Background: an optimization exercise with open tools, aiming at small area, a short achievable clock period and few clock cycles per item. Do not read the settings as production practice.
At most, simulation tests tie the RTL to the original design; equivalence was not proved.
Power is estimated from default activity; no workload was simulated.

Setup of harbor:
// sa_top
module sa_top (
    input  logic          clk_i,
    input  logic          rst_ni,
    input  logic          s_valid_i,
    input  logic          s_last_i,
    input  logic          m_ready_i,
    output logic          s_ready_o,
    output logic          m_valid_o,
    output logic          m_last_o,
    input  logic [ 15:0]  sx_data_i,
    input  logic [ 63:0]  sk_data_i,
    output logic [ 63:0]  m_data_o
);
Size: about 7100 cells after synthesis, roughly 1500 flip-flops, ~150 I/O pins, ~82000 sq um of cells after synthesis.
make LEC_CHECK=0 CAP_MARGIN=20 CORE_MARGIN=2 CORE_UTILIZATION=40 CTS_BUF_LIST=sky130_fd_sc_hd__clkbuf_16 CTS_CLUSTER_DIAMETER=100 CTS_CLUSTER_SIZE=24 PLACE_DENSITY=0.6 SETUP_SLACK_MARGIN=1.46 SLEW_MARGIN=20 finish   # period 4.2 ns
run.sh (not shown) runs the stock make flow with config.mk's settings and CLKGATE_MAP_FILE= SYNTH_SCRIPT=/design/flow/synth_recipe.tcl, a recipe that flattens the netlist after the stock synthesis.
Testbench counts of harbor, summed over its fixed seeds: cycles 5,488, items 384.
> inputs changed (harbor -> sierra)
- SETUP_SLACK_MARGIN: 1.46 -> 1.52
==> run summary <==
[sierra] clock latency on the worst-skew pair rose 0.05 ns relative to harbor
When the final numbers for sierra and harbor were put side by side, the via density per instance turned out to be greater in harbor.
Diff harbor -> sierra: cell count rose 153; flip-flop and latch power stayed essentially flat; number of CTS-inserted buffers increased about 2.5%; area fraction in compound gates after synthesis saw little to no change.
For amber, these inputs were changed with respect to sierra:
- a change of CTS_CLUSTER_SIZE from 24 to 22
- a change of SETUP_SLACK_MARGIN from 1.52 to 1.38
- a change of CTS_CLUSTER_DIAMETER from 100 to 90
Findings:
- Of sierra and amber, the higher total global-route track usage belongs to sierra.
- On maximum vdd drop: amber sits below sierra.
- Against sierra, amber comes in 0.33 points lower on global-route met1 utilization.
- Comparing sierra and amber, number of global-route vias before repair is lower on amber.
- Per the comparison of amber with sierra, clock-pin slew on the worst setup and hold paths fell 0.02 ns; pre-CTS worst setup slack shrank by 0.087 ns; worst-case setup margin in the final layout -0.082 ns.

* * *

build 89:
Another version of the RTL of sa_top (not shown whole).
For scale: roughly 7200 cells after synthesis, ~150 I/O pins, ~0.082 mm2 of cells after synthesis.
make LEC_CHECK=0 CAP_MARGIN=20 CORE_MARGIN=2 CORE_UTILIZATION=40 PLACE_DENSITY=0.6 SETUP_SLACK_MARGIN=1.3 SLEW_MARGIN=20 finish   # period 4.2 ns
Modified inputs, build 6 compared to build 89
Settings: a change of SETUP_SLACK_MARGIN from 1.3 to 1.45.
[summary]
- Build 89 → build 6: layout overhead on the synthesized area now sits higher, internal reg-to-reg setup slack saw an increase, global-route wire length before repair has increased.
- There was hardly any difference in post-layout total power between build 89 and build 6.
- In terms of cell-internal power, build 89 and build 6 differ only marginally.
## Diff of input files: build 67 against build 6
Settings: an added CTS_CLUSTER_DIAMETER of 80; an added CTS_CLUSTER_SIZE of 20; a change of SETUP_SLACK_MARGIN from 1.45 to 1.38; an added CTS_BUF_LIST of sky130_fd_sc_hd__clkbuf_16.
Findings:
Measured against each other, build 6 and build 67 differ in worst path arrival time, the higher figure coming from build 6. NOTE: insertion delay to the later sink of the worst-skew pair in build 67 falls short of that of build 6. Build 67 -> build 6: die area delta 0, exact match. Between build 6 and build 67, critical-path maximum fanout is lower for build 6, build 67 comes in above that. Fraction of layout cells with a size suffix above 1 on build 67 is down relative to build 6.
No functional check of the RTL was part of any run of this note.

* * *

== run 1 ==
RTL: one of the versions met above, not the one the previous note started from.
Size in the first run: roughly 150 I/O pins, about 82000 um2 of cells after synthesis.
clock: 4.2 ns
lec_check: 0
cap_margin: 20
core_margin: 2
core_utilization: 40
cts_buf_list: sky130_fd_sc_hd__clkbuf_16
cts_cluster_diameter: 80
cts_cluster_size: 20
place_density: 0.6
setup_slack_margin: 1.3
slew_margin: 20
Testbench counts of run 1, summed over its fixed seeds: cycles 5,488, items 384.
> inputs changed (run 1 -> run 2)
--- a/flow/config.mk
+++ b/flow/config.mk
@@ -15 +15 @@
-export SETUP_SLACK_MARGIN = 1.3
+export SETUP_SLACK_MARGIN = 1.38
Summary: least setup slack across all paths after layout, run 2 better than run 1
Looking at startpoint of the worst setup timing path, the ws[16][7] result is from run 2; the w0[7] one comes from run 1.
Run 2 vs. run 1: final cell count flat; maximum clock frequency up 4.8 MHz.
Inputs modified between run 2 and run 3:
--- a/flow/config.mk
+++ b/flow/config.mk
@@ -12,2 +12,2 @@
-export CTS_CLUSTER_DIAMETER = 80
-export CTS_CLUSTER_SIZE = 20
+export CTS_CLUSTER_DIAMETER = 100
+export CTS_CLUSTER_SIZE = 24
Notes after the runs:
Run 3 vs. run 2: clock tree skew after final layout climbed 0.0069 ns, synthesized area per cell barely changed. From run 2 to run 3 the numbers moved as follows: design area lost 1.1%, setup slack after layout picked up an extra 0.0083 ns, final routed wirelength across all metal layers lost 0.58%. Per the comparison of run 3 with run 2, switching power total went down by 4.7%; fraction of met2 tracks used by global routing went down by 0.35 points; hold slack went down by 0.0086 ns; number of cells in the finished layout apart from fillers went down by 0.48%. Diff run 3..run 2 | die footprint | unchanged. Signed area change from the synthesized netlist to the final layout: higher on run 2.

* * *

## the reference run
sa_top with an RTL version that a note above also has.
For scale: roughly 7200 cells after synthesis, roughly 1500 flip-flops, roughly 150 I/O pins, about 0.082 mm^2 of cells after synthesis.
Design sa_top, start of the top module:
module sa_top (
    input  logic          clk_i,
    input  logic          rst_ni,
    input  logic          s_valid_i,
    input  logic          s_last_i,
    input  logic          m_ready_i,
    output logic          s_ready_o,
    output logic          m_valid_o,
    output logic          m_last_o,
    input  logic [ 15:0]  sx_data_i,
    input  logic [ 63:0]  sk_data_i,
    output logic [ 63:0]  m_data_o
);
clock: 4.2 ns
lec_check: 0
cap_margin: 20
core_margin: 2
core_utilization: 40
cts_buf_list: sky130_fd_sc_hd__clkbuf_16
cts_cluster_diameter: 100
cts_cluster_size: 24
place_density: 0.6
setup_slack_margin: 1.46
slew_margin: 20
The reference run did not stop at any stage, and its layout met the timing, DRC and antenna checks.
Input-level comparison between the trial run and the reference run:
- a deleted CTS_BUF_LIST that had been sky130_fd_sc_hd__clkbuf_16
- a change of SETUP_SLACK_MARGIN from 1.46 to 1.38
- a deleted CTS_CLUSTER_SIZE that had been 24
- a deleted CTS_CLUSTER_DIAMETER that had been 100
## What came out
NOTE: leakage component of the power in the trial run exceeds that of the reference run
Row share of cells above drive strength 1: the trial run lower / the reference run higher
Summary of the trial run over the reference run: global-route wire length before repair went up 11 mm; via count held; setup slack went down 0.063 ns; global routing met2 resource utilization went up 0.96 points.
Comparing the reference run with the trial run, the total cell area at the placement stage came out essentially unchanged.
Looking only at total routed wirelength, and setting everything else aside, the lower value of the trial run and the reference run goes to the reference run.
Looking at first-iteration DRC count across both flows, the trial run is the stronger of the two, with the reference run trailing.
What the reference run reported for worst supply voltage drop on vdd has to be multiplied by 1.5 to get the figure for the trial run.
No functional check of the RTL was part of any run of this note.

* * *

## job 101
sa_top, a different RTL version from the one above (not shown whole).
For scale: about 1300 flip-flops, roughly 82000 um2 of cells after synthesis.
make LEC_CHECK=0 CAP_MARGIN=20 CORE_MARGIN=2 CORE_UTILIZATION=40 PLACE_DENSITY=0.6 SLEW_MARGIN=20 finish   # period 4.2 ns
Job 101 closes out successfully: all stages finished, all timing, DRC and antenna checks passed.
[inputs] job 102 vs job 101
# job 101
export LEC_CHECK = 0
export CAP_MARGIN = 20
export CORE_MARGIN = 2
export CORE_UTILIZATION = 40
export PLACE_DENSITY = 0.6
export SLEW_MARGIN = 20
create_clock -name core_clock -period 4.2 [get_ports {clk_i}]
# job 102
export LEC_CHECK = 0
export ABC_CLOCK_PERIOD_IN_PS = 2200
export CAP_MARGIN = 20
export CORE_MARGIN = 2
export CORE_UTILIZATION = 40
export PLACE_DENSITY = 0.6
export SETUP_SLACK_MARGIN = 1.9
export SLEW_MARGIN = 20
create_clock -name core_clock -period 4.2 [get_ports {clk_i}]
--- outcome ---
Adder-cell area share of the yosys netlist: job 101 vs job 102 identical
Comparing job 102 with job 101, the clock power came out essentially unchanged.
The global-route wire length before repair in job 102 is 1.09 times that in job 101.
No functional check of the RTL was part of any run of this note.

* * *

Another version of the RTL of sa_top (not shown whole).
Size in the first run: ~7300 cells after synthesis, ~150 I/O pins, about 84000 sq um of cells after synthesis.
export LEC_CHECK = 0
export CAP_MARGIN = 20
export CORE_MARGIN = 2
export CORE_UTILIZATION = 40
export CTS_BUF_LIST = sky130_fd_sc_hd__clkbuf_8
export CTS_CLUSTER_DIAMETER = 60
export CTS_CLUSTER_SIZE = 20
export PLACE_DENSITY = 0.6
export SETUP_SLACK_MARGIN = 1.45
export SLEW_MARGIN = 20
create_clock -name core_clock -period 4.2 [get_ports {clk_i}]
Testbench counts at the start, summed over its fixed seeds: cycles 5,488, items 384.
Edit:
- CTS_BUF_LIST: sky130_fd_sc_hd__clkbuf_8 -> default
- CTS_CLUSTER_DIAMETER: 60 -> default
- CTS_CLUSTER_SIZE: 20 -> default
After rerunning: Global-route usage increases by 0.15 points. Setup slack is better by 0.039 ns. Critical path depth increases by 1. Total power increases by a little under a tenth. Area after synthesis is unchanged. First-iteration DRC count increases slightly.

* * *

run A:
sa_top with an RTL version that a note above also has.
Size in the first run: ~7100 cells after synthesis, about 1500 flip-flops, ~150 I/O pins.
## sa_top
module sa_top (
    input  logic          clk_i,
    input  logic          rst_ni,
    input  logic          s_valid_i,
    input  logic          s_last_i,
    input  logic          m_ready_i,
    output logic          s_ready_o,
    output logic          m_valid_o,
    output logic          m_last_o,
    input  logic [ 15:0]  sx_data_i,
    input  logic [ 63:0]  sk_data_i,
    output logic [ 63:0]  m_data_o
);
  localparam int R  = 4;
  localparam int C  = 8;
  localparam int CW = 2;   
  localparam int NC = 16 / CW;
  logic adv_q;   
  wire  adv_n;
  logic [23:0] x0;   
  logic [63:0] w0;
  logic        v0, l0;
  logic [2:0]  cnt;   
  wire hold = l0 && (cnt != 3'd7);
  wire go0  = v0 && !hold;   
  logic rdy_q;   
  assign s_ready_o = rdy_q;
  logic [23:0] xenc;
  for (genvar r = 0; r < R; r++) begin : g_enc
    booth_enc u_enc (.x_i(sx_data_i[4*r +: 4]), .xe_o(xenc[6*r +: 6]));
  end
  always_ff @(posedge clk_i)
    if (s_ready_o || !v0) begin
      x0 <= xenc;
      w0 <= sk_data_i;
      l0 <= s_last_i;
    end
  always_ff @(posedge clk_i)
    if (!rst_ni) v0 <= 1'b0;
    else if (s_ready_o) v0 <= s_valid_i;
  logic [3:0] nbeat, kmod;
  always_ff @(posedge clk_i)
    if (!rst_ni) nbeat <= 4'd0;
    else if (adv_q && go0) nbeat <= l0 ? 4'd0 : nbeat + 4'd1;
  always_ff @(posedge clk_i)
    if (adv_q && go0 && l0) kmod <= nbeat + 4'd1;
  always_ff @(posedge clk_i)
    if (!rst_ni) cnt <= 3'd7;
    else if (adv_q) begin
      if (go0 && l0) cnt <= 3'd0;
      else if (cnt != 3'd7) cnt <= cnt + 3'd1;
    end
  logic [C-1:1] vs, ls;
  logic [23:0] xs [1:C-1];
  logic [7:0]  ws [1:C-1][1:C-1];   
  always_ff @(posedge clk_i)
    if (!rst_ni) vs <= '0;
    else if (adv_q) vs <= {vs[C-2:1], go0};
  always_ff @(posedge clk_i)
    if (adv_q) ls <= {ls[C-2:1], l0};
  for (genvar j = 1; j < C; j++) begin : g_stage
    always_ff @(posedge clk_i)
      if (adv_q) xs[j] <= (j == 1) ? x0 : xs[j-1];
    for (genvar c = j; c < C; c++) begin : g_w
      always_ff @(posedge clk_i)
  ...
Settings: LEC_CHECK=0, CAP_MARGIN=20, CORE_MARGIN=2, CORE_UTILIZATION=40, CTS_BUF_LIST=sky130_fd_sc_hd__clkbuf_16, CTS_CLUSTER_DIAMETER=100, CTS_CLUSTER_SIZE=24, PLACE_DENSITY=0.6, SETUP_SLACK_MARGIN=1.42, SLEW_MARGIN=20; clock period 4.2 ns.
Testbench counts of run A, summed over its fixed seeds: cycles 5,488, items 384.
Setup changes, run A to run B
# run A
export LEC_CHECK = 0
export CAP_MARGIN = 20
export CORE_MARGIN = 2
export CORE_UTILIZATION = 40
export CTS_BUF_LIST = sky130_fd_sc_hd__clkbuf_16
export CTS_CLUSTER_DIAMETER = 100
export CTS_CLUSTER_SIZE = 24
export PLACE_DENSITY = 0.6
export SETUP_SLACK_MARGIN = 1.42
export SLEW_MARGIN = 20
create_clock -name core_clock -period 4.2 [get_ports {clk_i}]
# run B
export LEC_CHECK = 0
export CAP_MARGIN = 20
export CORE_MARGIN = 2
export CORE_UTILIZATION = 40
export PLACE_DENSITY = 0.6
export SETUP_SLACK_MARGIN = 1.55
export SLEW_MARGIN = 20
create_clock -name core_clock -period 4.2 [get_ports {clk_i}]
Results
Run B | status: complete | timing, DRC, antenna: pass. Run B vs run A: fraction of standard cell area that is sequential down. Changes observed in run B relative to run A: global-route usage now larger; total number of nets in the final design grew by 4.4%; final standard cell area without fillers went up by 7.2%. Going from run A to run B, total power draw increased 7.3 mW, slew at the pin closest to its max-slew limit dropped 0.14 ns, shortest clock period the worst path allows after layout -0.042 ns, relative area change from synthesis to final layout picked up an extra 8.0 points, buffers inserted during post-CTS setup optimization picked up an extra 95%.
## Diff of input files: run C against run B
# run B
export LEC_CHECK = 0
export CAP_MARGIN = 20
export CORE_MARGIN = 2
export CORE_UTILIZATION = 40
export PLACE_DENSITY = 0.6
export SETUP_SLACK_MARGIN = 1.55
export SLEW_MARGIN = 20
create_clock -name core_clock -period 4.2 [get_ports {clk_i}]
# run C
export LEC_CHECK = 0
export CAP_MARGIN = 20
export CORE_MARGIN = 2
export CORE_UTILIZATION = 40
export PLACE_DENSITY = 0.6
export SETUP_SLACK_MARGIN = 1.45
export SLEW_MARGIN = 20
create_clock -name core_clock -period 4.2 [get_ports {clk_i}]
Findings:
Post-route clock period utilization sits higher in run C than in run B. Compared with run B, in run C sum of routed wire length over all layers lost about 3%, share of total power in the clock network picked up an extra 1.6 points. Setup slack in run C is smaller than in run B. Ratio of cells with drive above 1 in the final layout, run C and run B, lower one = run C. A peak-usage layer in the global routing report of met2 is what run C shows, while met1 belongs to run B.
Modified inputs, run D compared to run C
# run C
export LEC_CHECK = 0
export CAP_MARGIN = 20
export CORE_MARGIN = 2
export CORE_UTILIZATION = 40
export PLACE_DENSITY = 0.6
export SETUP_SLACK_MARGIN = 1.45
export SLEW_MARGIN = 20
create_clock -name core_clock -period 4.2 [get_ports {clk_i}]
# run D
export LEC_CHECK = 0
export CAP_MARGIN = 20
export CORE_MARGIN = 2
export CORE_UTILIZATION = 40
export PLACE_DENSITY = 0.6
export SETUP_SLACK_MARGIN = 1.38
export SLEW_MARGIN = 20
create_clock -name core_clock -period 4.2 [get_ports {clk_i}]
[summary]
Comparing source-to-sink clock delay at the later pin of the worst-skew pair for run C and run D, the bigger number came from run C. Run D against run C: area of all placed cells without fillers down about 1.7%; all-layer global routing usage down 0.45 points; sum of internal, switching and leakage power down 1.9%.

## re-timing with driven ports
Ports are ideal in the flow. The routed layouts listed here were re-timed in OpenROAD. Step 1 (the two cells are an assumption about what drives the block):
set clk [get_ports {clk_i}]
set_driving_cell -lib_cell sky130_fd_sc_hd__clkbuf_16 $clk
set_driving_cell -lib_cell sky130_fd_sc_hd__buf_2 [delete_from_list [all_inputs] $clk]
Step 2 also shifts input and output timing later by t, the mid clock arrival at the registers, as if the neighbouring blocks saw the same clock. Three values: ideal, step 1, step 2; two values: the first two.
run	shift t [ns]	setup slack, ns	worst setup path after step 2	latest minus earliest clock arrival (ns)	cell pins on the clock port's net
harbor	0.806	1.457 / 1.457 / 0.844	input to register	0.064 / 0.063	1
sierra	0.848	1.486 / 1.486 / 1.104	input to register	0.082 / 0.082	1
amber	0.853	1.405 / 1.405 / 0.965	input to register	0.076 / 0.076	1
build 89	0.913	1.368 / 1.368 / 0.771	input to register	0.061 / 0.061	1
build 6	0.929	1.467 / 1.460 / 0.843	input to register	0.056 / 0.056	1
build 67	0.855	1.394 / 1.394 / 0.805	input to register	0.056 / 0.055	1
run 1	0.846	1.367 / 1.367 / 0.995	input to register	0.072 / 0.072	1
run 2	0.849	1.405 / 1.405 / 0.970	input to register	0.070 / 0.070	1
run 3	0.842	1.413 / 1.413 / 0.963	input to register	0.075 / 0.075	1
the reference run	0.833	1.477 / 1.477 / 0.914	input to register	0.083 / 0.082	1
the trial run	0.913	1.414 / 1.414 / 0.802	input to register	0.062 / 0.062	1
job 101	0.923	0.261 / 0.242 / 0.261	register to register	0.067 / 0.066	1
job 102	0.924	0.704 / 0.704 / 0.704	register to register	0.047 / 0.047	1
the first run of note 6	1.075	1.420 / 1.420 / 1.067	input to register	0.082 / 0.083	1
the second run of note 6	0.910	1.459 / 1.459 / 1.070	input to register	0.064 / 0.064	1
run A	0.843	1.443 / 1.443 / 0.994	input to register	0.078 / 0.077	1
run B	0.926	1.485 / 1.485 / 1.262	input to register	0.081 / 0.081	1
run C	0.916	1.411 / 1.411 / 0.874	input to register	0.074 / 0.074	1
run D	0.916	1.405 / 1.405 / 0.954	input to register	0.032 / 0.032	1
After both steps every run listed still meets setup and hold. The setup slack of build 6, which loses most, moves by -0.007 ns with the drivers and by -0.624 ns with both steps.
